Background: an optimization exercise with open tools, aiming at small area. Do not read the settings as production practice. No functional check of the RTL was part of any run shown here. Power is estimated from default activity; no workload was simulated.

==> flow/design.v, too long to show whole: its modules and the start of the top module <==
// module HandwashSensor: 745 lines
module HandwashSensor(
    input clk,
    input reset,
    input acceptLeftHandDistance,
    input [15:0] leftHandDistance,
    input acceptLeftHandGain,
    input [7:0] leftHandGain,
    input acceptRightHandDistance,
    input [15:0] rightHandDistance,
    input acceptRightHandGain,
    input [7:0] rightHandGain,
    output waterOn
);
  // ...
==> flow/flow/run.sh <==
#!/bin/bash
# Own layout flow: the standard synthesis, then its combinational logic
# is rebuilt as an explicit gate netlist (flow/mulgen.py: the same adder
# tree as the RTL, with inverted partial products so the full adders chain
# without inverters, and carry-selected test flags), then the standard
# layout steps from floorplan to finish, with buf_1 port buffers and a
# clock tree of clkbuf_4/clkbuf_8 without dummy loads.
set -euo pipefail
BOUNDS=10,16
RES=orfs/results/${FLOW_PLATFORM}/HandwashSensor/base
LIB=${FLOW_HOME}/platforms/${FLOW_PLATFORM}/lib/sky130_fd_sc_hd__tt_025C_1v80.lib
YOSYS=$(command -v yosys || echo "${FLOW_HOME}/../tools/install/yosys/bin/yosys")

bash standard.sh synth > 1_standard_synth.log 2>&1
cp "$RES/1_2_yosys.v" standard_netlist.v
python3 flow/mulgen.py net "$BOUNDS" standard_netlist.v net_pre.v > 2_mulgen.log 2>&1
MAP_LIB="$LIB" MAP_IN=net_pre.v MAP_TOP="$FLOW_TOP" MAP_OUT=net_post.v \
  "$YOSYS" -c flow/map.ys.tcl > 3_map_yosys.log 2>&1
cp net_post.v "$RES/1_2_yosys.v"
rm -f "$RES/1_synth.odb" "$RES/1_synth.sdc"
bash standard.sh finish \
  "BUFFER_PORTS_ARGS=-buffer_cell sky130_fd_sc_hd__buf_1" \
  "CTS_ARGS=-sink_clustering_enable -repair_clock_nets -dont_use_dummy_load -buf_list {sky130_fd_sc_hd__clkbuf_4 sky130_fd_sc_hd__clkbuf_8}" \
  > 4_layout.log 2>&1
==> flow/flow/map.ys.tcl <==
# Map the tail logic of the rewritten netlist; cells already instantiated stay as they are.
set lib $::env(MAP_LIB)
yosys read_liberty -lib $lib
yosys read_verilog $::env(MAP_IN)
yosys hierarchy -check -top $::env(MAP_TOP)
yosys proc
yosys opt -fast
yosys techmap
yosys opt -fast
yosys abc -liberty $lib -dont_use sky130_fd_sc_hd__probe_p_8 -dont_use sky130_fd_sc_hd__probec_p_8 -dont_use sky130_fd_sc_hd__lpflow_* -D 100 mgcar_*
yosys abc -liberty $lib -dont_use sky130_fd_sc_hd__probe_p_8 -dont_use sky130_fd_sc_hd__probec_p_8 -dont_use sky130_fd_sc_hd__lpflow_* -D 7000 $::env(MAP_TOP) mgfin_*
yosys scratchpad -set flatten.separator _
yosys flatten
yosys opt_clean -purge
yosys hilomap -singleton -hicell sky130_fd_sc_hd__conb_1 HI -locell sky130_fd_sc_hd__conb_1 LO
yosys splitnets
yosys opt_clean -purge
yosys stat -liberty $lib
yosys check -assert
yosys write_verilog -noattr -nohex -nodec $::env(MAP_OUT)
==> flow/standard.sh <==
#!/bin/bash
# synth_recipe.tcl (not shown) runs the flow's synth.tcl, then flattens the netlist and writes it again
# the make line also repeats each setting of config.mk as NAME=value (left out here)
make -C /OpenROAD-flow-scripts/flow DESIGN_CONFIG=/design/flow/config.mk WORK_HOME=/design/flow/orfs CLKGATE_MAP_FILE= SYNTH_SCRIPT=/design/flow/synth_recipe.tcl "${@:-finish}"
==> flow/config.mk <==
export PLATFORM = sky130hd
export DESIGN_NAME = HandwashSensor
export DESIGN_NICKNAME = HandwashSensor
export VERILOG_FILES = /design/flow/design.v
export SDC_FILE = /design/flow/constraint.sdc
export NUM_CORES = 4
export LEC_CHECK = 0
export CAP_MARGIN = 20
export CORE_MARGIN = 2
export CORE_UTILIZATION = 40
export GPL_TIMING_DRIVEN = 0
export SLEW_MARGIN = 20
==> flow/constraint.sdc <==
create_clock -name core_clock -period 7.0 [get_ports {clk}]
set_input_delay 1.4000 -clock core_clock [delete_from_list [all_inputs] [get_ports {clk}]]
set_output_delay 1.4000 -clock core_clock [all_outputs]
set_load 0.01 [all_outputs]
Not shown: flow/flow/mulgen.py
==> results by group, run 1 <==
Floorplanning
  – Core area: 0.0174 sq mm

Layout
  – N_diodes: 0
  – Core Util, Final: 0.446
  – Layout cells sized above 1: 0.0331
  – Clk_buf instances: 5

Setup path
  – R2r setup slk: 0.34 ns
  – Worst r2r path cells: 18
  – Required time of the critical path: just over 7 ns

Power
  – Sequential logic power: 0.364 mW
  – Comb. pwr: 0.241 mW
  – P_clk: ~0.17 mW

Clocking
  – CTS root buf: clkbuf_8
  – Skew-Pair Late Insertion Delay: 0.33 ns
  – CTS buffer count: 5
  – Clock slew at reported path FFs: roughly 0.1 ns

Timing
  – Slew Limit Fails: 0
  – Clock Skews: 0.0233 ns
  – RSZ-0062 raised after global routing: false

Min path
  – Worst min path class: flip-flop to flip-flop

Synth
  – Mean Syn Cell Area: 10.7 sq um
  – Mapped Cells: between 600 and 700

Placement
  – Dpl ws: -0.0907 ns

Global route
  – GR Overflow Total: 0
  – First-pass GRT wire length: 30.4 mm
  – Initial antenna violation count: 1
  – Met2 Use GR: 0.346

Detailed routing
  – WL per Instance: about 19 um
  – Met3 wire len: 1.34 mm

Status
  – Outcome: complete, no violations
==> run 2, diff against run 1 <==
--- a/flow/design.v
+++ b/flow/design.v
@@ -248,4 +248,4 @@
 wire l_s90 = l_s86 ^ l_c73 ^ l_s88;
-wire l_c91 = l_c75 & l_s90;
-wire l_s92 = l_c75 ^ l_s90;
+wire l_c91 = (l_c75 & l_s90) | ((l_c75 | l_s90) & l_c77);
+wire l_s92 = l_c75 ^ l_s90 ^ l_c77;
 wire l_c93 = (l_pp_4_7 & l_pp_5_6) | ((l_pp_4_7 | l_pp_5_6) & l_pp_6_5);
@@ -276,4 +276,4 @@
 wire l_s118 = l_s114 ^ l_c101 ^ l_s116;
-wire l_c119 = (l_c103 & l_s118) | ((l_c103 | l_s118) & l_c105);
-wire l_s120 = l_c103 ^ l_s118 ^ l_c105;
+wire l_c119 = l_c103 & l_s118;
+wire l_s120 = l_c103 ^ l_s118;
 wire l_c121 = (l_pp_6_7 & l_pp_7_6) | ((l_pp_6_7 | l_pp_7_6) & l_pp_8_5);
@@ -373,7 +373,7 @@
 wire l_s215 = l_pp_15_7 ^ l_c211 ^ l_c213;
-wire [2:0] l_sec0 = {l_s78, l_s64, l_s50};
-wire l_cin1 = l_c77;
-wire [6:0] l_sec1_sum = {l_s162, l_s148, l_s134, l_s120, l_s106, l_s92} + l_cin1;
-wire [5:0] l_sec1 = l_sec1_sum[5:0];
-wire l_cin2 = l_c161 | l_sec1_sum[6];
+wire [4:0] l_sec0 = {l_s106, l_s92, l_s78, l_s64, l_s50};
+wire l_cin1 = l_c105;
+wire [4:0] l_sec1_sum = {l_s162, l_s148, l_s134, l_s120} + l_cin1;
+wire [3:0] l_sec1 = l_sec1_sum[3:0];
+wire l_cin2 = l_c161 | l_sec1_sum[4];
 wire [7:0] l_sec2_sum = {l_s215, l_s214, l_s210, l_s204, l_s196, l_s186, l_s174} + l_cin2;
@@ -601,4 +601,4 @@
 wire r_s90 = r_s86 ^ r_c73 ^ r_s88;
-wire r_c91 = r_c75 & r_s90;
-wire r_s92 = r_c75 ^ r_s90;
+wire r_c91 = (r_c75 & r_s90) | ((r_c75 | r_s90) & r_c77);
+wire r_s92 = r_c75 ^ r_s90 ^ r_c77;
 wire r_c93 = (r_pp_4_7 & r_pp_5_6) | ((r_pp_4_7 | r_pp_5_6) & r_pp_6_5);
@@ -629,4 +629,4 @@
 wire r_s118 = r_s114 ^ r_c101 ^ r_s116;
-wire r_c119 = (r_c103 & r_s118) | ((r_c103 | r_s118) & r_c105);
-wire r_s120 = r_c103 ^ r_s118 ^ r_c105;
+wire r_c119 = r_c103 & r_s118;
+wire r_s120 = r_c103 ^ r_s118;
 wire r_c121 = (r_pp_6_7 & r_pp_7_6) | ((r_pp_6_7 | r_pp_7_6) & r_pp_8_5);
@@ -726,7 +726,7 @@
 wire r_s215 = r_pp_15_7 ^ r_c211 ^ r_c213;
-wire [2:0] r_sec0 = {r_s78, r_s64, r_s50};
-wire r_cin1 = r_c77;
-wire [6:0] r_sec1_sum = {r_s162, r_s148, r_s134, r_s120, r_s106, r_s92} + r_cin1;
-wire [5:0] r_sec1 = r_sec1_sum[5:0];
-wire r_cin2 = r_c161 | r_sec1_sum[6];
+wire [4:0] r_sec0 = {r_s106, r_s92, r_s78, r_s64, r_s50};
+wire r_cin1 = r_c105;
+wire [4:0] r_sec1_sum = {r_s162, r_s148, r_s134, r_s120} + r_cin1;
+wire [3:0] r_sec1 = r_sec1_sum[3:0];
+wire r_cin2 = r_c161 | r_sec1_sum[4];
 wire [7:0] r_sec2_sum = {r_s215, r_s214, r_s210, r_s204, r_s196, r_s186, r_s174} + r_cin2;
--- a/flow/flow/run.sh
+++ b/flow/flow/run.sh
@@ -8,3 +8,3 @@
 set -euo pipefail
-BOUNDS=10,16
+BOUNDS=12,16
 RES=orfs/results/${FLOW_PLATFORM}/HandwashSensor/base
==> results by group, run 2 <==
Status
  – Outcome: complete, no violations

Floorplanning
  – Num ports: 55
  – Core area: 0.0173 sq mm (-0.35%)
  – Die Footprint: 0.0188 sq mm
  – Width of the die: 137 um
  – Core Rows: 48
  – Initial Util: 0.410
  – Die span in y: 137 um

Timing
  – Post-Route Setup TNS: 0 ns
  – Max-slew headroom: 0.409
  – Part of the cycle the worst path needs: 0.956
  – Post-route setup slack: ~0.31 ns
  – Slew Limit Fails: 0 (unchanged)
  – Hold Slack: 0.687 ns
  – Clock Skews: 0.00965 ns (-0.0137 ns)
  – Measured slew at the worst slew-check pin: 0.884 ns
  – Final setup vio count: 0
  – Final hold vios: 0
  – RSZ-0062 raised after global routing: false
  – Fmax: 0.149 GHz
  – Min Tclk post-route: 6.69 ns

Layout
  – Top flop regs: leftHandDistanceHeld: 16 flops, rightHandDistanceHeld: 16 flops
  – Final Instance Count excl. Fillers: 938
  – Highest-count cells in the layout ignoring fill and taps: nand2_1 (257), fa_1 (202), buf_1 (54)
  – Fin nets: 971
  – N_diodes: 0 (unchanged)
  – Area Overhead vs Synth: 8.26%
  – Post-route cell area: 0.00768 sq mm
  – Layout cells sized above 1: 0.0295 (-0.00365)
  – Core Util, Final: 0.444 (-0.00178)
  – Most common cell after layout, fill and taps aside: nand2_1

Run
  – Total of max-cap violations: 0

Power
  – P_leak: 1.43 nW
  – Worst VDD drop: 0.0799 mV
  – Tot Pwr: 0.758 mW
  – Cell area power density: 98.7 mW/mm^2

Clocking
  – Clk sink count: 49
  – Max clock buf depth: 2
  – Clock slew at reported path FFs: 0.09 ns (about the same)
  – Post-CTS Hold Fix Bufs: 0
  – Setup Buffers After CTS: 0
  – CTS HTree Levels: 2
  – CTS root buf: clkbuf_8
  – Skew-Pair Late Insertion Delay: 0.32 ns (about the same)
  – CTS tree: done
  – Post-CTS Resized: 3
  – CTS buffer count: 5 (unchanged)

Global route
  – Largest net degree at the start of global routing: 18
  – First-pass GRT wire length: 30.0 mm (-1.3%)
  – Gr usage total: 0.208
  – Vias in the first global route: 6011
  – Initial antenna violation count: 0 (-1)
  – GR Overflow Total: 0 (unchanged)

Synth
  – Mean Syn Cell Area: 10.8 sq um (+1.1%)
  – Mapped Cells: 654 (-1.8%)
  – Synthesized area: 0.00709 sq mm
  – YS warnings: 1
  – Syn Nets: 910

Setup path
  – CP arrival: 6.90 ns
  – Crit start category: flip-flop
  – CP Max Fanout: 17
  – Required time of the critical path: 7.21 ns (-0.03 ns)
  – WS Path Type: flip-flop to flip-flop
  – Crit. End Element: flip-flop

Detailed routing
  – WL per Instance: 18.6 um (+0.25%)
  – Final WL: 17.5 mm
  – DR iter-0 viols: 352
  – Vias: 5200
  – Detail Route Antenna Nets: 0
  – DRT Pass-1 Iters: 5
  – Vias/cell: 5.54
  – DRC: 0

Placement
  – DP Cell Count: just over 900
  – Dpl ws: -0.0604 ns (+0.0303 ns)
  – Port bufs: 54
  – Routability congestion estimate: 0.818
  – Dpl hpwl: 13.7 mm
  – Post-DP Area: ~0.0076 sq mm

Min path
  – Worst min path class: flip-flop to flip-flop
## run 2: final timing paths
| kind | startpoint | to | slack, ns | cells past startpoint |
|---|---|---|---|---|
| min reg2reg | rightHandDistanceHeld[0] | rightHandDistanceHeld[0] | 0.69 | 1 |
| max reg2reg | rightHandGainHeld[3] | waterOnReg | 0.31 | 17 |
| max | rightHandGainHeld[3] | waterOnReg | 0.31 | 17 |
| min | rightHandDistanceHeld[0] | rightHandDistanceHeld[0] | 0.69 | 1 |
## run 2: report_power, final
group          leakage [nW]  switching [mW]  internal, mW
registers             0.408          0.0658         0.297
logic                 0.987           0.123         0.110
clock network        0.0359          0.0973        0.0648
total                  1.43           0.286         0.472
## run 2: per-layer routing
layer | up-vias | global-route usage | share of wire
met3 | 20 | 0.0356 | 0.067
met2 | 174 | 0.342 | 0.49
met1 | 2759 | 0.290 | 0.43
met5 | - | 0 | 0
li1 | 2247 | - | -
met4 | 0 | 0.0458 | 0.014
## run 2: cell type report
cell class	count	area, sq um
Fill cell	1684	9620
Multi-Input combinational cell	603	6120
Sequential cell	49	993
Tap cell	225	282
Timing Repair Buffer	54	203
Clock buffer	5	68.8
Inverter	2	7.51
## run 2: critical path, cell delays in order (launching register included)
cell	delay, ns
dfxtp_2	0.60
nand2_1	0.14
fa_1	0.51
fa_1	0.40
fa_1	0.43
fa_1	0.40
fa_1	0.39
fa_1	0.47
or2_1	0.24
fa_1	0.40
fa_1	0.40
fa_1	0.39
fa_1	0.49
o31ai_2	0.43
mux2_1	0.36
a21o_1	0.15
or2_1	0.19
and4b_1	0.19

==> re-timing with driven ports <==
Ports are ideal in the flow. The routed layouts listed here were re-timed in OpenROAD. Step 1 assumes that a clkbuf_16 drives the clock port and a buf_2 every other input. Step 2, shift: input delay + t, output delay - t, t = (earliest + latest rising clock arrival at the registers) / 2. This alone moves slack from input paths to output paths. a / b / c = ideal / step 1 / step 2; a / b = the first two.
run	t (ns)	setup slack, ns	worst hold slack (ns)	worst setup path after step 2
run 1	0.354	0.341 / 0.341 / 0.341	0.676 / 0.676 / 0.676	register to register
run 2	0.345	0.310 / 0.310 / 0.310	0.687 / 0.687 / 0.687	register to register
After both steps every run listed still meets setup and hold.
